Context: an optimization exercise on an open-source flow, tuned for small area, a short achievable clock period and few clock cycles per item. The choices shown serve that exercise and are no tape-out recipe. Where RTL was checked, it was by simulation tests only, not by an equivalence proof against the original. Only the layout flow was run in runs 2 to 5; the RTL was not checked for function there. Power figures rest on the tool's default switching activity, not on a simulated workload.

## flow/program.mem

```
69081
490B2
3B1B3
2B1B4
6B965
0A8A6
28187
39190
70000
70000
70000
70000
70000
70000
70000
70000
```

## flow/run.sh

```bash
#!/bin/bash
# synth_recipe.tcl (not shown) runs the flow's synth.tcl, then flattens the netlist and writes it again
# the make line also repeats each setting of config.mk as NAME=value (left out here)
make -C /OpenROAD-flow-scripts/flow DESIGN_CONFIG=/design/flow/config.mk WORK_HOME=/design/flow/orfs CLKGATE_MAP_FILE= SYNTH_SCRIPT=/design/flow/synth_recipe.tcl finish
```

## flow/config.mk

```make
export PLATFORM = sky130hd
export DESIGN_NAME = simple_cpu_top
export DESIGN_NICKNAME = simple_cpu_top
export VERILOG_FILES = /design/flow/design.v
export SDC_FILE = /design/flow/constraint.sdc
export NUM_CORES = 4
export LEC_CHECK = 0
export CAP_MARGIN = 20
export CORE_MARGIN = 2
export CORE_UTILIZATION = 40
export SLEW_MARGIN = 20
```

## flow/constraint.sdc

```tcl
create_clock -name core_clock -period 5.0 [get_ports {clk}]
set_input_delay 1.0000 -clock core_clock [delete_from_list [all_inputs] [get_ports {clk}]]
set_output_delay 1.0000 -clock core_clock [all_outputs]
set_load 0.01 [all_outputs]
```

## flow/design.v

```verilog
module simple_datapath #(
    parameter BIT_WIDTH = 16,
    parameter NUM_REGS = 16
)(
    input wire clk,
    input wire rst_n,
    input wire [2:0] opcode,
    input wire [3:0] reg_a_sel,
    input wire [3:0] reg_b_sel,
    input wire [3:0] dest_reg,
    input wire reg_write,
    input wire load_operands,
    input wire [BIT_WIDTH-1:0] operand_a_in,
    input wire [BIT_WIDTH-1:0] operand_b_in,
    output wire [BIT_WIDTH-1:0] reg_a_val,
    output wire [BIT_WIDTH-1:0] reg_b_val,
    output wire [BIT_WIDTH-1:0] result_out,
    output wire zero_flag,
    output wire equal_flag,
    output wire greater_flag,
    output wire [BIT_WIDTH-1:0] product_reg
);
    localparam OP_ADD = 3'd0;
    localparam OP_SUB = 3'd1;
    localparam OP_SHL = 3'd2;
    localparam OP_SHR = 3'd3;
    localparam OP_MOV = 3'd4;
    localparam OP_BGT = 3'd5;
    localparam OP_BEQ = 3'd6;
    localparam OP_HALT = 3'd7;
    reg [BIT_WIDTH-1:0] registers [0:NUM_REGS-1];
    localparam NUM_CONST_REGS = 8;
    assign reg_a_val = registers[reg_a_sel];
    assign reg_b_val = registers[reg_b_sel];
    reg [BIT_WIDTH-1:0] alu_result;
    assign zero_flag = (reg_b_val == 0);
    assign equal_flag = (reg_a_val == reg_b_val);
    assign greater_flag = (reg_a_val > reg_b_val);
    always @(*) begin
        case (opcode)
            OP_ADD: alu_result = reg_a_val + reg_b_val;
            OP_SUB: alu_result = reg_a_val - reg_b_val;
            OP_SHL: alu_result = reg_a_val << (reg_b_val[3:0]);
            OP_SHR: alu_result = reg_a_val >> (reg_b_val[3:0]);
            OP_MOV: alu_result = reg_a_val;
            default: alu_result = 0;
        endcase
    end
    assign result_out = alu_result;
    assign product_reg = registers[10];
    integer i;
    always @(posedge clk or negedge rst_n) begin
        if (!rst_n) begin
            registers[0] <= 0;    
            registers[1] <= 1;    
            registers[2] <= 2;    
            registers[3] <= 4;    
            registers[4] <= 8;    
            registers[5] <= 16;   
            registers[6] <= 32;   
            registers[7] <= 64;   
            for (i = NUM_CONST_REGS; i < NUM_REGS; i = i + 1) begin
                registers[i] <= 0;
            end
        end else begin
            if (load_operands) begin
                registers[8] <= operand_a_in;    
                registers[9] <= operand_b_in;    
                registers[10] <= 0;              
            end
            else if (reg_write && dest_reg >= NUM_CONST_REGS) begin
                registers[dest_reg] <= alu_result;
            end
        end
    end
endmodule
module simple_control #(
    parameter PROGRAM_SIZE = 16,
    parameter PROGRAM_FILE = "program.mem"
)(
    input wire clk,
    input wire rst_n,
    input wire start,
    input wire zero_flag,
    input wire equal_flag,
    input wire greater_flag,
    output reg [2:0] opcode,
    output reg [3:0] reg_a_sel,
    output reg [3:0] reg_b_sel,
    output reg [3:0] dest_reg,
    output reg reg_write,
    output reg load_operands,
    output reg [3:0] pc,
    output reg done
);
    localparam OP_ADD = 3'd0;
    localparam OP_SUB = 3'd1;
    localparam OP_SHL = 3'd2;
    localparam OP_SHR = 3'd3;
    localparam OP_MOV = 3'd4;
    localparam OP_BGT = 3'd5;
    localparam OP_BEQ = 3'd6;
    localparam OP_HALT = 3'd7;
    reg [18:0] program_rom [0:PROGRAM_SIZE-1];
    wire [18:0] instruction;
    wire [2:0] instr_opcode;
    wire [3:0] instr_reg_a;
    wire [3:0] instr_reg_b;
    wire [3:0] instr_dest1;
    wire [3:0] instr_dest2;
    assign instruction = program_rom[pc];
    assign instr_opcode = instruction[18:16];
    assign instr_reg_a = instruction[15:12];
    assign instr_reg_b = instruction[11:8];
    assign instr_dest1 = instruction[7:4];
    assign instr_dest2 = instruction[3:0];
    reg [2:0] saved_opcode;
    reg [3:0] saved_dest1;
    reg [3:0] saved_dest2;
    localparam S_IDLE   = 3'd0;
    localparam S_LOAD   = 3'd1;
    localparam S_FETCH  = 3'd2;   
    localparam S_EXEC   = 3'd3;   
    localparam S_DONE   = 3'd4;
    reg [2:0] state;
    initial begin
        $readmemh("program.mem", program_rom);
    end
    always @(posedge clk or negedge rst_n) begin
        if (!rst_n) begin
            state <= S_IDLE;
            pc <= 0;
            done <= 0;
            opcode <= 0;
            reg_a_sel <= 0;
            reg_b_sel <= 0;
            dest_reg <= 0;
            reg_write <= 0;
            load_operands <= 0;
            saved_opcode <= 0;
            saved_dest1 <= 0;
            saved_dest2 <= 0;
        end else begin
            case (state)
                S_IDLE: begin
                    done <= 0;
                    load_operands <= 0;
                    reg_write <= 0;
                    if (start) begin
                        state <= S_LOAD;
                        load_operands <= 1;
                    end
                end
                S_LOAD: begin
                    load_operands <= 0;
                    pc <= 0;
                    state <= S_FETCH;
                end
                S_FETCH: begin
                    reg_a_sel <= instr_reg_a;
                    reg_b_sel <= instr_reg_b;
                    dest_reg <= instr_dest1;
                    opcode <= instr_opcode;
                    saved_opcode <= instr_opcode;
                    saved_dest1 <= instr_dest1;
                    saved_dest2 <= instr_dest2;
                    reg_write <= 0;   
                    state <= S_EXEC;
                end
                S_EXEC: begin
                    case (saved_opcode)
                        OP_ADD, OP_SUB, OP_SHL, OP_SHR, OP_MOV: begin
                            reg_write <= 1;
                            pc <= saved_dest2;
                            state <= S_FETCH;
                        end
                        OP_BGT: begin
                            reg_write <= 0;
                            if (greater_flag)
                                pc <= saved_dest1;
                            else
                                pc <= saved_dest2;
                            state <= S_FETCH;
                        end
                        OP_BEQ: begin
                            reg_write <= 0;
                            if (equal_flag)
                                pc <= saved_dest1;
                            else
                                pc <= saved_dest2;
                            state <= S_FETCH;
                        end
                        OP_HALT: begin
                            reg_write <= 0;
                            state <= S_DONE;
                        end
                        default: begin
                            reg_write <= 0;
                            state <= S_DONE;
                        end
                    endcase
                end
                S_DONE: begin
                    done <= 1;
                    reg_write <= 0;
                    if (start) begin
                        state <= S_LOAD;
                        load_operands <= 1;
                        done <= 0;
                    end
                end
            endcase
        end
    end
endmodule
module simple_cpu_top #(
    parameter BIT_WIDTH = 16,
    parameter PROGRAM_FILE = "program.mem"
)(
    input wire clk,
    input wire rst_n,
    input wire start,
    input wire [BIT_WIDTH-1:0] operand_a,
    input wire [BIT_WIDTH-1:0] operand_b,
    output wire [BIT_WIDTH-1:0] result,
    output wire done
);
    wire [2:0] opcode;
    wire [3:0] reg_a_sel;
    wire [3:0] reg_b_sel;
    wire [3:0] dest_reg;
    wire reg_write;
    wire load_operands;
    wire [BIT_WIDTH-1:0] reg_a_val;
    wire [BIT_WIDTH-1:0] reg_b_val;
    wire [BIT_WIDTH-1:0] alu_result;
    wire zero_flag;
    wire equal_flag;
    wire greater_flag;
    wire [3:0] pc;
    wire [BIT_WIDTH-1:0] product_reg;
    simple_control #(
        .PROGRAM_FILE(PROGRAM_FILE)
    ) control (
        .clk(clk),
        .rst_n(rst_n),
        .start(start),
        .zero_flag(zero_flag),
        .equal_flag(equal_flag),
        .greater_flag(greater_flag),
        .opcode(opcode),
        .reg_a_sel(reg_a_sel),
        .reg_b_sel(reg_b_sel),
        .dest_reg(dest_reg),
        .reg_write(reg_write),
        .load_operands(load_operands),
        .pc(pc),
        .done(done)
    );
    simple_datapath #(
        .BIT_WIDTH(BIT_WIDTH)
    ) datapath (
        .clk(clk),
        .rst_n(rst_n),
        .opcode(opcode),
        .reg_a_sel(reg_a_sel),
        .reg_b_sel(reg_b_sel),
        .dest_reg(dest_reg),
        .reg_write(reg_write),
        .load_operands(load_operands),
        .operand_a_in(operand_a),
        .operand_b_in(operand_b),
        .reg_a_val(reg_a_val),
        .reg_b_val(reg_b_val),
        .result_out(alu_result),
        .zero_flag(zero_flag),
        .equal_flag(equal_flag),
        .greater_flag(greater_flag),
        .product_reg(product_reg)
    );
    assign result = product_reg;
endmodule
```

==> flow_summary.json, run 1 <==
{
  "worstReg2RegEnd": "datapath.registers[10][14]$_DFFE_PN0P_",
  "setup_ws_ns": 0.4382,
  "critical_path_required_ns": 5.34,
  "endpoint_kind": "register",
  "cts_tree": "done",
  "grt_pass1_vias": 9306,
  "wirelength_um": 36590,
  "floorplan.rows": 61,
  "cts_hold_buf": 0,
  "holdWs_ns": 0.3715,
  "max-cap-violations": 0,
  "fin_skew_ns": 0.02875,
  "cts_setup_buffers": 0,
  "yosysUniqueCellTypes": 104,
  "post_drt_wl_per_cell_um": 22.98,
  "cts_resized": 0,
  "port_buffers": 51,
  "p_per_area_nw_per_um2": 820.8,
  "num_io_pins": 52,
  "grt_max_degree": 105,
  "critPathLaunchType": "register",
  "p_leak_nw": 5.204,
  "nets": 1277,
  "reg2reg_slack_ns": 0.44,
  "endpoint": "datapath.registers[10][14]$_DFFE_PN0P_",
  "outcome": "no timing/DRC/antenna violations",
  "hp-class": "register to register",
  "die_h_um": 171.7,
  "grt_overflow": 0,
  "netlist_area_um2": 11250,
  "syn2layout_area_growth_pct": 10.55,
  "clk_pin_slew_ns": 0.07,
  "antenna_found_initial": 0,
  "syn_avg_cell_area_um2": 9.110,
  "fin_crit_ns": 4.562,
  "rr_startpoint": "control.reg_a_sel[0]$_DFFE_PN0P_",
  "core_um2": 27710,
  "cts.sinks": 153,
  "final_max_slew_viol_count": 0,
  "hold_viol_final": 0,
  "fin_tns_setup_ns": 0,
  "worstPathArrival_ns": 4.90,
  "fin_total_pwr_mw": 10.21,
  "worst_slew_pin_slew_ns": 1.004,
  "ant_nets": 0,
  "largest_reg_flops": 128,
  "dp_hpwl_um": 27570,
  "relSlewSlack_pct": 32.52,
  "ys_ff_latch": 153,
  "cts_buffers": 17,
  "drt-initial-drc-count": 1037,
  "syn_inst": 1235,
  "cp_max_fo": 25,
  "route.detailed.drc": 0,
  "htree_levels": 4,
  "num_antenna_cells": 0,
  "worstSkewPairLatency_ns": 0.44,
  "root_buffer": "clkbuf_16",
  "synthesis.nets": 1310,
  "synthFlopType": "dfrtp_1",
  "die_area_um2": 29480,
  "pre_cts_slack_ns": 0.3872,
  "finalWeightedCongestion": 1.044,
  "timing.fmax_mhz": 219.2,
  "fp.dieW_um": 171.7,
  "reg2regPathDepth": 16,
  "finalSetupViolations": 0,
  "drt-vias-per-instance": 6.086,
  "synthArstFlopShare_pct": 100.0,
  "critPathKind": "register to register",
  "grt_setup_unrepaired": "no",
  "clk_path_buf_depth": 2,
  "layout-drive-gt1-share_pct": 15.40,
  "seq_area_frac_synth_pct": 34.06,
  "grt_use_total_pct": 25.48,
  "grt_first_pass_wirelength_um": 56640,
  "crit_path_start": "control.reg_a_sel[0]$_DFFE_PN0P_",
  "synth_edf_count": 0,
  "yosysWarnings": 3,
  "vias": 9689,
  "firstDrtPassIters": 6,
  "period_share_pct": 91.24,
  "start_util_pct": 40.61,
  "ir_drop_uv": 305.4
}
-- metrics by stage --
step / cells / util, % / instance area, um2
floorplan: 1235 / - / 11250
global placement: 1561 / 42.67 / 11820
detailed placement: 1561 / 42.67 / 11820
CTS: 1592 / 44.86 / 12430
global route: 1592 / 44.89 / 12440
finish: 1592 / 44.89 / 12440
-- power by group --
group | internal [mW] | switching (mW) | leakage (nW)
sequential | 1.59 | 0.545 | 1.99
combinational | 2.60 | 4.13 | 2.92
clock | 0.757 | 0.593 | 0.295
total | 4.94 | 5.27 | 5.20
-- Yosys cell counts, types with 10 or more instances --
cell	count	area share [%]
nand2b_1	18	1.0
inv_1	48	1.6
nor2b_1	11	0.61
nand3_1	23	1.0
o21ai_0	36	1.6
ha_1	38	4.2
dfrtp_1	150	33
nand2_1	97	3.2
mux4_2	28	5.6
a211oi_1	32	2.1
mux2i_1	58	5.2
o21ai_1	26	1.2
nor3b_1	16	1.1
clkbuf_8	10	1.2
o31ai_1	13	0.87
nor2_1	109	3.6
o211ai_1	18	1.2
a21oi_1	77	3.4
clkbuf_1	101	3.4
nor3_1	34	1.5
buf_2	11	0.49
mux2_2	19	1.9
a21o_1	17	1.1
-- layout make-up --
cell class | instances | area [um2]
fillers | 2682 | 15270
multi-input cells | 877 | 6454
inverters | 58 | 222.7
clock buffers | 17 | 425.4
flip-flops and latches | 153 | 3840
clock inverters | 14 | 181.4
well taps | 378 | 473.0
repair buffers | 95 | 842.1
-- worst max-delay path, stage by stage, from the launching register on --
cell and delay, ns:
dfrtp_2 0.58, and3b_1 0.33, a22oi_1 0.24, a31oi_1 0.21, inv_1 0.15, ha_1 0.20, inv_1 0.08, fa_1 0.48
a211o_1 0.29, a31oi_1 0.36, a2111oi_0 0.21, o211ai_1 0.25, a21oi_1 0.09, o21ai_0 0.29, mux2i_1 0.39, nor2_1 0.10
a211oi_1 0.23
-- worst min path at each step --
stage	startpoint	end	cells after the start
final	datapath.registers[2][1]$_DFFE_PN1P_	datapath.registers[2][1]$_DFFE_PN1P_	0
after global routing	datapath.registers[2][1]$_DFFE_PN1P_	datapath.registers[2][1]$_DFFE_PN1P_	0
after CTS	datapath.registers[2][1]$_DFFE_PN1P_	datapath.registers[2][1]$_DFFE_PN1P_	0
after detailed placement	datapath.registers[2][4]$_DFFE_PN0P_	datapath.registers[2][4]$_DFFE_PN0P_	0
after global placement	datapath.registers[2][3]$_DFFE_PN0P_	datapath.registers[2][3]$_DFFE_PN0P_	0
after floorplan	datapath.registers[2][0]$_DFFE_PN0P_	datapath.registers[2][0]$_DFFE_PN0P_	1
-- placed cells by master, fill, tap and decap left out, types with 19 or more instances in the layout --
cell type | synthesis | routed
nand2_1 | 97 | 97
mux4_2 | 28 | 28
a211oi_1 | 32 | 32
ha_1 | 38 | 38
o21ai_1 | 26 | 26
mux2_2 | 19 | 19
inv_1 | 48 | 48
dfrtp_1 | 150 | 146
nand3_1 | 23 | 22
buf_4 | 9 | 44
mux2i_1 | 58 | 58
nor2_1 | 109 | 108
o21ai_0 | 36 | 36
clkdlybuf4s50_1 | 0 | 50
nor3_1 | 34 | 34
a21oi_1 | 77 | 77
-- metal layers --
layer | GRT usage [%] | part of all wire [%] | vias up
met5 | 0 | 0 | -
met3 | 4.579 | 6.7 | 70
met2 | 39.86 | 46 | 424
met4 | 8.659 | 3.2 | 0
li1 | - | - | 4405
met1 | 35.57 | 44 | 4790
-- cell families (layout without fill, tap and decap cells) --
group           count (synthesis)  after routing  synth area share (%)
compound gates                346            346                 21.83
xor+xnor                       10             10                0.7784
fa+ha+maj                      40             40                 4.582
buf+inv                       205            184                 8.797
flops                         153            153                 34.06
mux                           114            114                 13.97
simple gates                  367            367                 15.98
Testbench counts, summed over its fixed seeds: cycles 44,068, items 384.
==> run 2: changes to the inputs <==
==> flow/design.v (replaced) <==
module simple_datapath #(
    parameter BIT_WIDTH = 16
)(
    input wire [BIT_WIDTH-1:0] a,
    input wire [BIT_WIDTH-1:0] b,
    output wire [BIT_WIDTH-1:0] p
);
    assign p = a * b;
endmodule
module simple_control (
    input wire clk,
    input wire rst_n,
    input wire start,
    output reg done
);
    always @(posedge clk or negedge rst_n) begin
        if (!rst_n)
            done <= 1'b0;
        else if (start)
            done <= 1'b1;
    end
endmodule
module simple_cpu_top #(
    parameter BIT_WIDTH = 16,
    parameter PROGRAM_FILE = "program.mem"
)(
    input wire clk,
    input wire rst_n,
    input wire start,
    input wire [BIT_WIDTH-1:0] operand_a,
    input wire [BIT_WIDTH-1:0] operand_b,
    output wire [BIT_WIDTH-1:0] result,
    output wire done
);
    wire [BIT_WIDTH-1:0] product;
    simple_datapath #(.BIT_WIDTH(BIT_WIDTH)) datapath (
        .a(operand_a), .b(operand_b), .p(product)
    );
    simple_control control (
        .clk(clk), .rst_n(rst_n), .start(start), .done(done)
    );
    reg [BIT_WIDTH-1:0] result_r;
    always @(posedge clk)
        if (start) result_r <= product;
    assign result = result_r;
endmodule
removed: flow/program.mem
==> run 2 against run 1 <==
  * Now fails the layout checks on negative setup slack
  * Combinational power down 45%
  * Worst hold slack better by 0.10 ns
  * Worst setup slack worse by 1.0 ns
  * Global-route usage down 5.7 points
  * Design area down 49%
  * Routed wire length down 69%
  * Maximum frequency down 18%
==> flow_summary.json, run 2 <==
{
  "cp_max_fo": 2,
  "grt_overflow": 0,
  "rr_startpoint": "control.done$_DFFE_PN0P_",
  "stdcell_area_um2": 6289,
  "final_max_slew_viol_count": 0,
  "worst_slew_pin_slew_ns": 0.7879,
  "yosysTopAreaCell": "fa_1",
  "cts.sinks": 17,
  "ir_drop_uv": 629.4,
  "stdcell_count": 767,
  "synthFlopType": "edfxtp_1",
  "synth.top_cell.area_share_pct": 35.88,
  "period_share_pct": 111.9,
  "wl_met1_um": 4825,
  "critical_path_required_ns": 5.01,
  "grt_setup_unrepaired": "yes",
  "critPathKind": "input pin to register",
  "synth_area_leaders": "fa_1 36%, ha_1 14%, edfxtp_1 11%, inv_1 9.5%, and2_1 7.8%",
  "fp.dieW_um": 109.6,
  "netlist_area_um2": 4463,
  "highest_layer": "met4",
  "layout-drive-gt1-share_pct": 33.17,
  "num_io_pins": 52,
  "dp_hpwl_um": 9322,
  "grt_first_pass_wirelength_um": 18340,
  "post_drt_wl_per_cell_um": 14.62,
  "largest-register": "result_r",
  "synthesis.nets": 647,
  "grt_pass1_vias": 3801,
  "ys_ff_latch": 17,
  "num_antenna_cells": 0,
  "hold_viol_final": 0,
  "htree_levels": 1,
  "antenna_found_initial": 0,
  "fin_skew_ns": 0,
  "dpl.cell_count": 732,
  "largest_reg_flops": 16,
  "layout_common_cells": "99 x inv_1, 79 x buf_4, 72 x fa_1",
  "route.detailed.drc": 0,
  "timing.fmax_mhz": 178.8,
  "pre_cts_slack_ns": -1.841,
  "drt-vias-per-instance": 4.673,
  "wirelength_um": 11210,
  "worstPathArrival_ns": 5.61,
  "nets": 792,
  "root_buffer": "clkbuf_8",
  "final_core_util_pct": 58.01,
  "syn2layout_area_growth_pct": 40.90,
  "so_faults": "negative setup slack",
  "fin_crit_ns": 5.593,
  "cts_tree": "done",
  "p_per_area_nw_per_um2": 656.6,
  "syn_inst": 483,
  "seq_area_frac_synth_pct": 11.33,
  "floorplan.rows": 38,
  "die_area_um2": 12020,
  "port_buffers": 51,
  "worstSkewPairLatency_ns": 0.25,
  "outcome": "failed layout checks",
  "setup_ws_ns": -0.5932,
  "core_um2": 10840,
  "critPathLaunchType": "input pin",
  "syn_avg_cell_area_um2": 9.240,
  "start_util_pct": 41.17,
  "cts_buffers": 3,
  "dpl_cell_area_um2": 5683,
  "yosysWarnings": 2,
  "grt_max_degree": 18,
  "cts_hold_buf": 0,
  "hp-class": "register to register",
  "clk_pin_slew_ns": 0.07,
  "yosysUniqueCellTypes": 31,
  "firstDrtPassIters": 5,
  "endpoint_kind": "register",
  "die_h_um": 109.6,
  "synth_edf_count": 16,
  "finalWeightedCongestion": 0.8781,
  "dr_wl_met3_um": 335,
  "vias": 3584,
  "fillers": 968,
  "yosysMostFrequentCell": "inv_1",
  "finalSetupViolations": 6,
  "route.met2.wl_um": 5830,
  "drt-initial-drc-count": 106,
  "crit_path_start": "operand_b[9]",
  "synthArstFlopShare_pct": 5.882,
  "max-cap-violations": 0,
  "synth_common_cells": "113 x inv_1, 80 x fa_1, 73 x nand2_1",
  "fin_total_pwr_mw": 4.129,
  "p_leak_nw": 3.080,
  "grt_use_total_pct": 19.81,
  "final_common_cell": "inv_1",
  "hp-start": "control.done$_DFFE_PN0P_",
  "relSlewSlack_pct": 47.31,
  "clk_path_buf_depth": 2,
  "ant_nets": 0
}
run 2: cell types whose count changed after synthesis, sizes merged, moves of 62 or more:
| cell | before | now |
|---|---|---|
| o21ai | 64 | 2 |
| fa | 2 | 80 |
| clkbuf | 111 | 12 |
| nor2 | 110 | 6 |
| a21oi | 78 | 6 |
| dfrtp | 150 | 1 |
run 2: final cells by class:
| type | count | area (um2) | area share, % |
|---|---|---|---|
| Multi-Input combinational cell | 340 | 3784 | 60.17 |
| Timing Repair Buffer | 153 | 1354 | 21.53 |
| Sequential cell | 17 | 505.5 | 8.038 |
| Inverter | 113 | 424.2 | 6.745 |
| Tap cell | 140 | 175.2 | 2.786 |
| Clock buffer | 3 | 41.29 | 0.6566 |
| Clock inverter | 1 | 5.005 | 0.07959 |
run 2: cells by family (layout without fill, tap and decap cells):
logic type / count (synthesis) / count (layout) / share of synthesized area (%)
compound gates: 23 / 23 / 3.532
flops: 17 / 17 / 11.33
buf+inv: 126 / 270 / 10.68
xor+xnor: 38 / 38 / 8.102
simple gates: 150 / 150 / 16.74
fa+ha+maj: 129 / 129 / 49.62
run 2: through the flow:
| step | setup TNS [ns] | hold WS, ns |
|---|---|---|
| after floorplan | -2.323 | 0.5121 |
| after global placement | -9.782 | 0.4523 |
| after detailed placement | -10.32 | 0.4634 |
| after CTS | -2.746 | 0.4816 |
| after global routing | -3.181 | 0.4947 |
| final | -2.498 | 0.4729 |
run 2: layer usage:
layer	vias to the layer above	global-route usage [%]
met5	-	0
met4	0	4.430
met3	12	1.363
met2	83	36.64
met1	1772	25.24
li1	1717	-
run 2: where the power goes:
group          switching [mW]  total (mW)  leakage [nW]  internal (mW)
logic                    1.72        3.68          2.89           1.96
registers              0.0115       0.338         0.165          0.326
clock network          0.0564       0.112        0.0255         0.0555
run 2: what timing repair did:
item,4_1_cts,5_1_grt
pin swaps,60,48
cloned,1,0
resized for setup,164,53
endpoints found under the setup margin,9,9
buffers inserted,16,15
run 2: path summary, 6_finish.rpt:
kind / endpoint / slack (ns) / depth (start not counted)
hold / removal: control.done$_DFFE_PN0P_ / 0.47 / 1
setup reg to reg: control.done$_DFFE_PN0P_ / 4.23 / 1
min in group asynchronous: control.done$_DFFE_PN0P_ / 0.87 / 1
max in group asynchronous: control.done$_DFFE_PN0P_ / 4.03 / 1
setup / recovery: result_r[15]$_DFFE_PP_ / -0.59 / 16
hold reg to reg: control.done$_DFFE_PN0P_ / 0.47 / 1
run 2: critical path: stages:
cell	delay, ns
clkdlybuf4s15_2	0.19
buf_6	0.11
and2_4	0.13
fa_2	0.35
fa_1	0.52
inv_1	0.05
fa_1	0.48
fa_1	0.57
fa_1	0.45
fa_2	0.42
xor2_2	0.18
xnor2_2	0.29
xnor2_2	0.14
xnor2_2	0.24
xnor3_2	0.34
xnor2_1	0.15
==> run 3: changes to the inputs <==
--- a/flow/config.mk
+++ b/flow/config.mk
@@ -7,2 +7,3 @@
 export LEC_CHECK = 0
+export ABC_AREA = 1
 export CAP_MARGIN = 20
==> run 3 against run 2 <==
  * Still fails the layout checks on negative setup slack
  * Global-route usage is 0.19 points lower
  * Clock power is 51% higher
  * Die area is 6.4% higher
  * Synthesized cell count is 31% higher
  * Critical path type unchanged
  * Highest routed layer unchanged
==> flow_summary.json, run 3 <==
{
  "outcome": "failed layout checks",
  "so_faults": "negative setup slack",
  "post_drt_wl_per_cell_um": 13.27,
  "yosysTopAreaCell": "fa_1",
  "crit_top_cell": "fa_1",
  "start_util_pct": 41.32,
  "ir_drop_uv": 383.2,
  "worstReg2RegEnd": "control.done$_DFFE_PN0P_",
  "finalWeightedCongestion": 0.8734,
  "root_buffer": "clkbuf_16",
  "finalSetupViolations": 6,
  "cp_max_fo": 5,
  "synth_compound_area_share_pct": 2.577,
  "antenna_found_initial": 0,
  "seq_area_frac_synth_pct": 10.62,
  "cts_hold_buf": 0,
  "fin_crit_ns": 5.369,
  "die_area_um2": 12780,
  "floorplan.rows": 39,
  "muxShareOfSynthArea_pct": 0,
  "layout_common_cells": "178 x nand2_1, 171 x inv_1, 74 x fa_1",
  "syn_inst": 634,
  "hp-start": "control.done$_DFFE_PN0P_",
  "path_buf_inv": 10,
  "yosysMostFrequentCell": "nand2_1",
  "grt_pass1_vias": 4401,
  "synthArstFlopShare_pct": 5.882,
  "final_max_slew_viol_count": 0,
  "nets": 919,
  "worstSkewPairLatency_ns": 0.25,
  "critPathMaxStageDelay_ns": 0.54,
  "synthSimpleGateAreaFrac_pct": 19.09,
  "yosys.area_share.adder_pct": 46.54,
  "port_buffers": 51,
  "cpLargestDelayFamily": "adder cells",
  "reg2reg_slack_ns": 4.23,
  "max-cap-violations": 0,
  "dp_hpwl_um": 9914,
  "fin_skew_ns": 0,
  "largest-register": "result_r",
  "synth_edf_count": 16,
  "grt_first_pass_wirelength_um": 20230,
  "endpoint_kind": "register",
  "clk_pin_slew_ns": 0.06,
  "dpl.cell_count": 879,
  "drt-vias-per-instance": 4.598,
  "cts_tree": "done",
  "critical_path.cell_chain": "buf_8, buf_6, nand2_4, inv_2, fa_1, inv_2, fa_2, inv_2, fa_1, inv_1, fa_1, inv_1, fa_1, inv_1, fa_1, inv_2, ha_4, buf_6, a21oi_4, o2111ai_2, xor2_1",
  "min_to": "control.done$_DFFE_PN0P_",
  "period_share_pct": 107.4,
  "critPathLaunchType": "input pin",
  "firstDrtPassIters": 15,
  "vias": 4124,
  "synthFlopType": "edfxtp_1",
  "fp.dieW_um": 113.1,
  "register_area_um2": 505.5,
  "crit_path_start": "operand_a[5]",
  "worstPathArrival_ns": 5.37,
  "syn2layout_area_growth_pct": 37.76,
  "drt-initial-drc-count": 264,
  "cts_buffers": 3,
  "p_leak_nw": 3.691,
  "dpl_cell_area_um2": 6058,
  "hp-class": "register to register",
  "critPathKind": "input pin to register",
  "layout-drive-gt1-share_pct": 26.53,
  "synthesis.nets": 798,
  "stdcell_count": 897,
  "p_per_area_nw_per_um2": 697.7,
  "synth_area_leaders": "fa_1 34%, nand2_1 15%, inv_1 15%, ha_1 13%, edfxtp_1 10%",
  "synth.top_cell.area_share_pct": 33.66,
  "critical_path_required_ns": 5.00,
  "yosysUniqueCellTypes": 30,
  "die_h_um": 113.1,
  "crit_path_top_delay_cell": "fa_1",
  "num_io_pins": 52,
  "netlist_area_um2": 4758,
  "largest_reg_flops": 16,
  "cts.sinks": 17,
  "route.detailed.drc": 0,
  "relSlewSlack_pct": 46.89,
  "setup_ws_ns": -0.3685,
  "worst_slew_pin_slew_ns": 0.7942,
  "ant_nets": 0,
  "grt_max_degree": 18,
  "synth_xor_area_share_pct": 3.313,
  "final_common_cell": "nand2_1",
  "fillers": 1089,
  "ys_ff_latch": 17,
  "hold_viol_final": 0,
  "holdWs_ns": 0.4619,
  "yosysWarnings": 2,
  "synth_top_family_by_area": "adder cells",
  "clk_path_buf_depth": 2,
  "wirelength_um": 11900,
  "hold_depth": 1,
  "num_antenna_cells": 0,
  "reg2regPathDepth": 1,
  "grt_use_total_pct": 19.61,
  "core_um2": 11520,
  "grt_overflow": 0,
  "synth_common_cells": "196 x nand2_1, 195 x inv_1, 80 x fa_1",
  "timing.fmax_mhz": 186.3,
  "rr_startpoint": "control.done$_DFFE_PN0P_",
  "htree_levels": 1,
  "grt_setup_unrepaired": "yes",
  "syn_avg_cell_area_um2": 7.505,
  "multi_input_area_um2": 3812,
  "stdcell_area_um2": 6555
}
[run 3: changes by cell type in the layout (fill, tap and decap cells not counted), sizes merged, moves of 2 or more]
cell,before,now
buf,117,105
xnor2,27,9
and2,63,1
a21oi,6,14
clkbuf,6,3
nand3,1,16
nand3b,0,5
inv,113,197
a21o,3,1
nand2,75,198
o21a,6,0
a211oi,2,0
[run 3: how the worst max path moves through the flow]
stage	end	slack, ns	cells after the start
finish	result_r[14]$_DFFE_PP_	-0.37	21
global route	result_r[15]$_DFFE_PP_	-0.56	25
CTS	result_r[12]$_DFFE_PP_	-0.35	22
detailed placement	result_r[15]$_DFFE_PP_	-1.18	25
global placement	result_r[15]$_DFFE_PP_	-1.16	20
floorplan	result_r[15]$_DFFE_PP_	-0.47	24
[run 3: kinds of logic after synthesis]
logic type / count (synthesis)
buffers and inverters: 220
and+or+nand+nor: 228
adders and majority gates: 129
xor gates and xnor gates: 18
AOI/OAI and AO/OA: 22
DFF: 17
[run 3: final cells by class]
| class | count | area share, % |
|---|---|---|
| Clock inverter | 1 | 0.07635 |
| Multi-Input combinational cell | 397 | 58.16 |
| Inverter | 198 | 11.38 |
| Clock buffer | 3 | 1.145 |
| Timing Repair Buffer | 138 | 18.80 |
| Sequential cell | 17 | 7.711 |
| Tap cell | 143 | 2.730 |
[run 3: stage by stage]
stage | setup TNS (ns) | util, % | setup WS, ns | power [mW]
3_3_place_gp | -7.956 | 52.61 | -1.157 | 3.433
5_1_grt | -2.730 | 56.92 | -0.5638 | 5.031
3_5_place_dp | -8.461 | 52.61 | -1.181 | 3.507
6_report | -1.847 | 56.92 | -0.3685 | 4.573
4_1_cts | -1.822 | 55.05 | -0.3501 | 4.092
2_1_floorplan | -1.642 | - | -0.4740 | 2.431
[run 3: per-layer routing]
layer / vias up / GRT usage, % / routed length [um]
met2: 89 / 35.89 / 6309
met5: - / 0 / 0
li1: 2047 / - / -
met4: 0 / 4.878 / 65
met3: 8 / 1.821 / 491
met1: 1980 / 24.97 / 5037
[run 3: repair_timing]
item                                    4_1_cts  5_1_grt
gates cloned                                  2        0
endpoints found under the setup margin        9        8
buffers inserted                             10        3
gates resized for setup                     142       64
pin swaps                                    53       43
[run 3: where the power goes]
group | switching, mW | total, mW | internal [mW]
clock | 0.0614 | 0.169 | 0.107
combinational | 2.02 | 4.07 | 2.04
sequential | 0.0174 | 0.337 | 0.319
total | 2.10 | 4.57 | 2.47
==> run 4: changes to the inputs <==
--- a/flow/config.mk
+++ b/flow/config.mk
@@ -7,6 +7,6 @@
 export LEC_CHECK = 0
-export ABC_AREA = 1
 export CAP_MARGIN = 20
 export CORE_MARGIN = 2
-export CORE_UTILIZATION = 40
+export CORE_UTILIZATION = 65
+export PLACE_DENSITY = 0.75
 export SLEW_MARGIN = 20
==> run 4 against run 3 <==
  * The layout still fails its checks (negative setup slack)
  * Maximum frequency decreased by 6.1%
  * Design area decreased by 6.7%
  * Via count decreased by 1.4%
  * Total power decreased by 5.0%
  * First-iteration DRC count decreased by 13%
  * Global-route usage increased by 17 points
  * Combinational power decreased by 4%
  * Routed wire length increased by 25%
  * Area after synthesis decreased by 6.2%
  * Critical path depth decreased by 1
  * Sequential share of layout area increased by 0.55 points
  * Worst setup slack got worse by 0.35 ns
  * Critical endpoint is now result_r[15]$_DFFE_PP_
  * Highest routed layer unchanged
==> flow_summary.json, run 4 <==
{
  "outcome": "failed layout checks",
  "so_faults": "negative setup slack",
  "antenna_found_initial": 0,
  "dp_hpwl_um": 9087,
  "route.detailed.drc": 0,
  "synth_common_cells": "113 x inv_1, 80 x fa_1, 73 x nand2_1",
  "drt-vias-per-instance": 5.818,
  "synthesis.nets": 647,
  "dpl.cell_count": 667,
  "finalSetupViolations": 7,
  "yosysWarnings": 2,
  "register_area_um2": 505.5,
  "largest_reg_flops": 16,
  "netlist_area_um2": 4463,
  "port_buffers": 51,
  "post_drt_wl_per_cell_um": 21.27,
  "synth.top_cell.area_share_pct": 35.88,
  "cts.sinks": 17,
  "critPathLaunchType": "input pin",
  "grt_use_total_pct": 36.52,
  "power.internal_mw": 2.347,
  "fin_crit_ns": 5.715,
  "synth_edf_count": 16,
  "root_buffer": "clkbuf_8",
  "hold_viol_final": 0,
  "grt_setup_unrepaired": "yes",
  "finalWeightedCongestion": 0.9117,
  "start_util_pct": 66.42,
  "yosysMostFrequentCell": "inv_1",
  "layout-drive-gt1-share_pct": 30.37,
  "cts_tree": "done",
  "timing.fmax_mhz": 175.0,
  "die_h_um": 86.86,
  "reg2regPathDepth": 1,
  "cts_buffers": 3,
  "core_um2": 6719,
  "die_area_um2": 7545,
  "ys_ff_latch": 17,
  "final_max_slew_viol_count": 0,
  "rr_startpoint": "control.done$_DFFE_PN0P_",
  "grt_first_pass_wirelength_um": 20840,
  "yosysTopAreaCell": "fa_1",
  "endpoint_kind": "register",
  "largest-register": "result_r",
  "synth_area_leaders": "fa_1 36%, ha_1 14%, edfxtp_1 11%, inv_1 9.5%, and2_1 7.8%",
  "worst_slew_pin_slew_ns": 0.8409,
  "htree_levels": 1,
  "worstPathArrival_ns": 5.72,
  "syn2layout_area_growth_pct": 37.09,
  "critPathKind": "input pin to register",
  "grt_pass1_vias": 4288,
  "reg2reg_slack_ns": 4.16,
  "sequentialPowerShare_pct": 7.9,
  "hp-class": "register to register",
  "clk_path_buf_depth": 2,
  "worstReg2RegEnd": "control.done$_DFFE_PN0P_",
  "clk_pin_slew_ns": 0.07,
  "min_to": "control.done$_DFFE_PN0P_",
  "clkPwrFrac_pct": 2.4,
  "drt-initial-drc-count": 231,
  "wirelength_um": 14870,
  "fp.dieW_um": 86.86,
  "syn_inst": 483,
  "synthArstFlopShare_pct": 5.882,
  "relSlewSlack_pct": 43.77,
  "vias": 4067,
  "ir_drop_uv": 631.8,
  "p_leak_nw": 3.041,
  "grt_overflow": 0,
  "combPwrFrac_pct": 89.6,
  "nets": 784,
  "period_share_pct": 114.3,
  "worstSkewPairLatency_ns": 0.25,
  "switchingPower_mw": 1.996,
  "cts_hold_buf": 0,
  "hold_depth": 1,
  "synthFlopType": "edfxtp_1",
  "seq_area_frac_synth_pct": 11.33,
  "fillers": 250,
  "cp_max_fo": 4,
  "setup_ws_ns": -0.7147,
  "num_io_pins": 52,
  "switching_share_pct": 45.96,
  "fin_total_pwr_mw": 4.342,
  "p_per_area_nw_per_um2": 709.7,
  "fin_skew_ns": 0,
  "multi_input_area_um2": 3779,
  "hp-start": "control.done$_DFFE_PN0P_",
  "critical_path_required_ns": 5.01,
  "syn_avg_cell_area_um2": 9.240,
  "final_common_cell": "inv_1",
  "grt_max_degree": 18,
  "num_antenna_cells": 0,
  "max-cap-violations": 0,
  "stdcell_count": 699,
  "layout_common_cells": "101 x inv_1, 77 x fa_1, 73 x buf_4",
  "ant_nets": 0,
  "firstDrtPassIters": 5,
  "yosysUniqueCellTypes": 31,
  "floorplan.rows": 30
}
[run 4: cell count changes after synthesis, sizes merged, moves of 2 or more]
cell / previous run / this run
nand3: 16 / 1
xnor2: 9 / 27
a21o: 1 / 3
a21oi: 14 / 6
nand2: 198 / 75
and2: 1 / 63
o21a: 0 / 6
nand3b: 5 / 0
buf: 9 / 1
inv: 197 / 113
a211oi: 0 / 2
[run 4: logic make-up after synthesis]
| logic type | Yosys count | synth area share, % |
|---|---|---|
| AO/OA/AOI/OAI | 23 | 3.532 |
| XOR/XNOR | 38 | 8.102 |
| adder cells (fa/ha/maj) | 129 | 49.62 |
| buffers and inverters | 126 | 10.68 |
| flip-flops | 17 | 11.33 |
| AND/OR/NAND/NOR | 150 | 16.74 |
[run 4: power by group through the flow]
stage	Combinational [mW]	Clock, mW	Sequential (mW)
3_5_place_dp	2.84	0	0.344
5_1_grt	4.14	0.108	0.347
2_1_floorplan	1.84	0	0.374
6_report	3.89	0.106	0.344
3_3_place_gp	2.71	0	0.343
4_1_cts	3.31	0.101	0.341
[run 4: repair_timing]
item / in CTS / in global routing
endpoints found under the hold margin: 0 / 0
setup endpoints to repair: 9 / 8
pin swaps: 49 / 42
setup buffers: 21 / 8
resized for setup: 123 / 46
cloned: 2 / 0
[run 4: cell type report]
type	count	area share (%)
sequential	17	8.262
clock buffer	4	0.7362
multi-input combinational	340	61.76
inverter	113	6.933
timing repair buffer	145	20.67
tap	80	1.636
[run 4: metrics by stage]
step	setup WS [ns]	cell area [um2]	util (%)	hold WS [ns]	TNS (ns)
after floorplan	-0.6126	4566	-	0.5121	-2.323
after global placement	-1.427	5570	82.91	0.4509	-9.268
after detailed placement	-1.478	5570	82.91	0.4592	-10.06
after CTS	-0.7391	5992	89.18	0.4749	-3.477
after global routing	-0.8340	6118	91.06	0.5471	-4.279
final	-0.7147	6118	91.06	0.5519	-3.655
[run 4: layer usage]
metal | part of all wire (%) | global-route usage (%) | vias up
li1 | - | - | 1697
met1 | 34 | 43.34 | 1982
met2 | 51 | 65.93 | 271
met3 | 6.3 | 2.559 | 117
met4 | 8.2 | 19.32 | 0
met5 | 0 | 0 | -
[run 4: worst max-delay path by stage]
stage / startpoint / endpoint / cells past startpoint
after CTS: operand_b[9] / result_r[15]$_DFFE_PP_ / 16
after floorplan: operand_b[4] / result_r[15]$_DFFE_PP_ / 19
after global placement: operand_a[6] / result_r[15]$_DFFE_PP_ / 16
after detailed placement: operand_a[6] / result_r[15]$_DFFE_PP_ / 16
final: operand_a[5] / result_r[15]$_DFFE_PP_ / 20
after global routing: operand_b[4] / result_r[15]$_DFFE_PP_ / 20
[run 4: worst max-delay path, stage by stage]
cell,delay (ns)
buf_6,0.11
buf_6,0.12
and2_4,0.15
fa_1,0.49
inv_2,0.04
fa_1,0.55
inv_2,0.04
fa_1,0.48
inv_1,0.06
fa_1,0.48
inv_1,0.06
fa_1,0.49
inv_1,0.05
fa_1,0.49
inv_2,0.05
ha_4,0.22
a21o_4,0.23
a2111oi_4,0.35
a21oi_2,0.12
xnor2_1,0.15
==> run 5: changes to the inputs <==
==> flow/design.v (replaced) <==
module simple_datapath #(
    parameter BIT_WIDTH = 16,
    parameter K = 2
)(
    input wire clk,
    input wire [BIT_WIDTH-1:0] a,
    input wire [K-1:0] digit,
    input wire first,
    input wire load,
    output reg [BIT_WIDTH-1:0] acc
);
    wire [BIT_WIDTH-1:0] base = first ? {BIT_WIDTH{1'b0}} : (acc << K);
    wire [BIT_WIDTH-1:0] next = base + a * digit;
    always @(posedge clk)
        if (load) acc <= next;
endmodule
module simple_control #(
    parameter BIT_WIDTH = 16,
    parameter K  = 2,
    parameter ND = 8,
    parameter SW = 3
)(
    input wire clk,
    input wire rst_n,
    input wire start,
    input wire [BIT_WIDTH-1:0] operand_b,
    output wire [K-1:0] digit,
    output wire first,
    output reg done
);
    wire [ND*K-1:0] b = {{(ND*K-BIT_WIDTH){1'b0}}, operand_b};
    reg [K-1:0]  top;
    reg [SW-1:0] top_idx;
    integer j;
    always @(*) begin
        top = {K{1'b0}};
        top_idx = {SW{1'b0}};
        for (j = 0; j < ND; j = j + 1)
            if (|b[j*K +: K]) begin
                top = b[j*K +: K];
                top_idx = j;
            end
    end
    reg          busy;
    reg [SW-1:0] idx;    
    assign first = start;
    assign digit = start ? top : b[idx*K +: K];
    always @(posedge clk or negedge rst_n) begin
        if (!rst_n) begin
            done <= 1'b0;
            busy <= 1'b0;
        end else if (start) begin
            done <= (top_idx == 0);
            busy <= (top_idx != 0);
        end else if (busy && idx == 0) begin
            done <= 1'b1;
            busy <= 1'b0;
        end
    end
    always @(posedge clk) begin
        if (start)
            idx <= top_idx - 1'b1;
        else if (busy)
            idx <= idx - 1'b1;
    end
endmodule
module simple_cpu_top #(
    parameter BIT_WIDTH = 16,
    parameter PROGRAM_FILE = "program.mem"
)(
    input wire clk,
    input wire rst_n,
    input wire start,
    input wire [BIT_WIDTH-1:0] operand_a,
    input wire [BIT_WIDTH-1:0] operand_b,
    output wire [BIT_WIDTH-1:0] result,
    output wire done
);
    localparam K  = 2;
    localparam ND = (BIT_WIDTH + K - 1) / K;
    localparam SW = (ND > 1) ? $clog2(ND) : 1;
    wire [K-1:0]  digit;
    wire [SW-1:0] sel;
    wire          first;
    simple_control #(.BIT_WIDTH(BIT_WIDTH), .K(K), .ND(ND), .SW(SW)) control (
        .clk(clk), .rst_n(rst_n), .start(start), .operand_b(operand_b),
        .digit(digit), .first(first), .done(done)
    );
    simple_datapath #(.BIT_WIDTH(BIT_WIDTH), .K(K)) datapath (
        .clk(clk), .a(operand_a), .digit(digit), .first(first),
        .load(start | ~done), .acc(result)
    );
endmodule
--- a/flow/config.mk
+++ b/flow/config.mk
@@ -9,4 +9,3 @@
 export CORE_MARGIN = 2
-export CORE_UTILIZATION = 65
-export PLACE_DENSITY = 0.75
+export CORE_UTILIZATION = 40
 export SLEW_MARGIN = 20
==> run 5 against run 4 <==
  * The run now finishes clean
  * Global-route usage shrank 18 points
  * Routed wire length is 64% lower
  * Clock power grew 11%
  * Design area down 49%
  * Final cell count shrank 42%
  * Total power decreased by 64%
  * Combinational power down 72%
  * Utilization down 34 points
  * Register-to-register slack got worse by 3.2 ns
  * Sequential share of layout area is 11 points higher
==> flow_summary.json, run 5 <==
{
  "synthFlopType": "edfxtp_1",
  "register_area_um2": 620.6,
  "grt_overflow": 0,
  "synthArstFlopShare_pct": 9.524,
  "nets": 400,
  "p_per_area_nw_per_um2": 497.2,
  "fillers": 528,
  "dpl_cell_area_um2": 3077,
  "synth_edf_count": 19,
  "max-cap-violations": 0,
  "hold_viol_final": 0,
  "holdWs_ns": 0.5363,
  "yosysMostFrequentCell": "inv_1",
  "rr_startpoint": "control.idx[0]$_DFFE_PP_",
  "fin_crit_ns": 4.810,
  "hold_depth": 2,
  "critPathLaunchType": "input pin",
  "final_common_cell": "clkdlybuf4s50_1",
  "finalSetupViolations": 0,
  "endpoint_kind": "register",
  "vias": 2004,
  "multi_input_area_um2": 1496,
  "min_to": "control.done$_DFFE_PN0P_",
  "hp-start": "control.busy$_DFFE_PN0P_",
  "ir_drop_uv": 293.3,
  "stdcell_area_um2": 3147,
  "synth.top_cell.area_share_pct": 25.14,
  "reg2reg_slack_ns": 0.98,
  "largest-register": "datapath.acc",
  "yosysUniqueCellTypes": 38,
  "route.detailed.drc": 0,
  "firstDrtPassIters": 4,
  "hp-class": "register to register",
  "fp.dieW_um": 79.33,
  "post_drt_wl_per_cell_um": 13.22,
  "fin_tns_setup_ns": 0,
  "core_um2": 5507,
  "start_util_pct": 41.22,
  "critPathKind": "input pin to register",
  "grt_use_total_pct": 18.32,
  "grt_first_pass_wirelength_um": 9156,
  "num_antenna_cells": 0,
  "die_area_um2": 6292,
  "finalWeightedCongestion": 0.8617,
  "outcome": "no timing/DRC/antenna violations",
  "root_buffer": "clkbuf_8",
  "syn_avg_cell_area_um2": 8.971,
  "cp_max_fo": 4,
  "largest_reg_flops": 16,
  "cts_tree": "done",
  "drt-initial-drc-count": 82,
  "ant_nets": 0,
  "layout_common_cells": "51 x clkdlybuf4s50_1, 35 x inv_1, 34 x nand2_1",
  "critical_path_required_ns": 5.03,
  "final_core_util_pct": 57.15,
  "pre_cts_slack_ns": -0.2998,
  "relSlewSlack_pct": 36.96,
  "clk_path_buf_depth": 2,
  "die_h_um": 79.33,
  "worstPathArrival_ns": 4.84,
  "drt-vias-per-instance": 4.924,
  "synth_common_cells": "35 x inv_1, 34 x nand2_1, 19 x edfxtp_1, 19 x nand2b_1, 18 x nor2_1",
  "period_share_pct": 96.19,
  "worstSkewPairLatency_ns": 0.27,
  "seq_area_frac_synth_pct": 27.34,
  "syn2layout_area_growth_pct": 38.64,
  "yosysWarnings": 2,
  "worstReg2RegEnd": "datapath.acc[12]$_DFFE_PP_",
  "syn_inst": 253,
  "cts.sinks": 21,
  "grt_pass1_vias": 1987,
  "layout-drive-gt1-share_pct": 14.33,
  "antenna_found_initial": 0,
  "worst_slew_pin_slew_ns": 0.9456,
  "clk_pin_slew_ns": 0.09,
  "floorplan.rows": 27,
  "htree_levels": 1,
  "grt_setup_unrepaired": "no",
  "yosysTopAreaCell": "edfxtp_1",
  "num_io_pins": 52,
  "setup_ws_ns": 0.1905,
  "fin_skew_ns": 0.01472,
  "final_max_slew_viol_count": 0,
  "cts_buffers": 3,
  "synthesis.nets": 317,
  "netlist_area_um2": 2270,
  "port_buffers": 51,
  "dp_hpwl_um": 4356,
  "wirelength_um": 5380,
  "synth_area_leaders": "edfxtp_1 25%, fa_1 12%, ha_1 8.3%, inv_1 5.8%, nand2_1 5.6%",
  "reg2regPathDepth": 16,
  "p_leak_nw": 1.444,
  "ys_ff_latch": 21,
  "timing.fmax_mhz": 207.9,
  "grt_max_degree": 21
}
==> run 5: cell count changes in the layout (fill, tap and decap cells not counted), moves of 15 or more <==
cell,delta
and2_1,-45
buf_4,-40
buf_6,-26
clkdlybuf4s50_1,+24
fa_1,-63
ha_1,-20
inv_1,-66
nand2_1,-30
nand2b_1,+18
nor2_1,+15
==> run 5: worst max-delay path by stage <==
stage / start / end / cells after the start
floorplan: operand_b[2] / datapath.acc[15]$_DFFE_PP_ / 16
global placement: operand_b[5] / datapath.acc[12]$_DFFE_PP_ / 19
detailed placement: operand_b[5] / datapath.acc[12]$_DFFE_PP_ / 19
CTS: operand_b[5] / datapath.acc[12]$_DFFE_PP_ / 19
global route: operand_b[3] / datapath.acc[15]$_DFFE_PP_ / 17
finish: operand_b[3] / datapath.acc[12]$_DFFE_PP_ / 19
==> run 5: cell type report <==
cell class                      instances  area share (%)
Multi-Input combinational cell        190           47.55
Tap cell                               72           2.863
Sequential cell                        21           19.72
Clock buffer                            3           1.312
Inverter                               36           4.294
Timing Repair Buffer                   84           24.10
Clock inverter                          1          0.1590
==> run 5: cell families (layout without fill, tap and decap cells) <==
logic type      after synthesis  count (layout)  synth area share (%)
simple gates                 96              96                 20.40
compound gates               46              46                 14.06
buf+inv                      42             124                 7.112
fa+ha+maj                    29              29                 20.62
flops                        21              21                 27.34
xor+xnor                     13              13                 5.623
mux                           6               6                 4.851
==> run 5: timing repair <==
action | CTS | global route
pin swaps | 0 | 2
hold endpoints to repair | 0 | 0
hold buffers | 0 | 0
endpoints found under the setup margin | 1 | 6
resized for setup | 1 | 4
setup buffers | 0 | 2
==> run 5: worst max-delay path, stage by stage <==
cell,delay (ns)
clkdlybuf4s50_1,0.43
buf_4,0.15
nand2b_1,0.13
a221o_1,0.30
a21o_1,0.18
a311oi_4,0.29
nand2_1,0.13
fa_1,0.47
inv_1,0.07
ha_1,0.17
inv_1,0.06
fa_1,0.40
nor2b_1,0.12
o21ai_1,0.09
a21boi_1,0.19
o211ai_1,0.14
a21oi_1,0.20
mux2i_1,0.22
nand2_1,0.08
==> run 5: power breakdown <==
group	internal, mW	switching [mW]	total [mW]
Clock	0.0557	0.0627	0.118
Sequential	0.320	0.0453	0.365
Combinational	0.565	0.516	1.08
Total	0.941	0.624	1.56
==> run 5: per-stage QoR <==
step                power (mW)  instances
global route             1.718        407
detailed placement       1.443        401
floorplan                1.020        253
CTS                      1.574        405
global placement         1.435        401
finish                   1.565        407
==> run 5: metal layers <==
| layer | vias to the layer above | share of wire [%] | global-route usage, % |
|---|---|---|---|
| met5 | - | 0 | 0 |
| met4 | 0 | 0.58 | 3.621 |
| met3 | 2 | 2.6 | 1.818 |
| met2 | 38 | 48 | 30.76 |
| met1 | 936 | 49 | 25.83 |
| li1 | 1028 | - | - |

[static timing again, ports no longer ideal]
No port has a modelled driver above. Below, the same layouts with a new extraction and two added sets of constraints.
Step 1 (the two cells are an assumption about what drives the block):
set clk [get_ports {clk}]
set_driving_cell -lib_cell sky130_fd_sc_hd__clkbuf_16 $clk
set_driving_cell -lib_cell sky130_fd_sc_hd__buf_2 [delete_from_list [all_inputs] $clk]
Step 2 also shifts input and output timing later by t, the mid clock arrival at the registers, as if the neighbouring blocks saw the same clock.
Three values: ideal, step 1, step 2; two values: the first two.
| run | shift t [ns] | setup WS [ns] | worst data-port slew with drivers (ns) |
|---|---|---|---|
| run 1 | 0.475 | 0.438 / 0.438 / 0.438 | 0.04 |
| run 2 | 0.284 | -0.593 / -0.620 / -0.905 | 0.06 |
| run 3 | 0.284 | -0.369 / -0.376 / -0.660 | 0.05 |
| run 4 | 0.277 | -0.715 / -0.732 / -1.009 | 0.05 |
| run 5 | 0.291 | 0.190 / 0.194 / -0.097 | 0.03 |
With both steps, setup timing fails in run 5, where it was met with ideal ports. For run 2, which loses most, drivers alone change the setup slack by -0.027 ns; drivers and shift together by -0.312 ns.
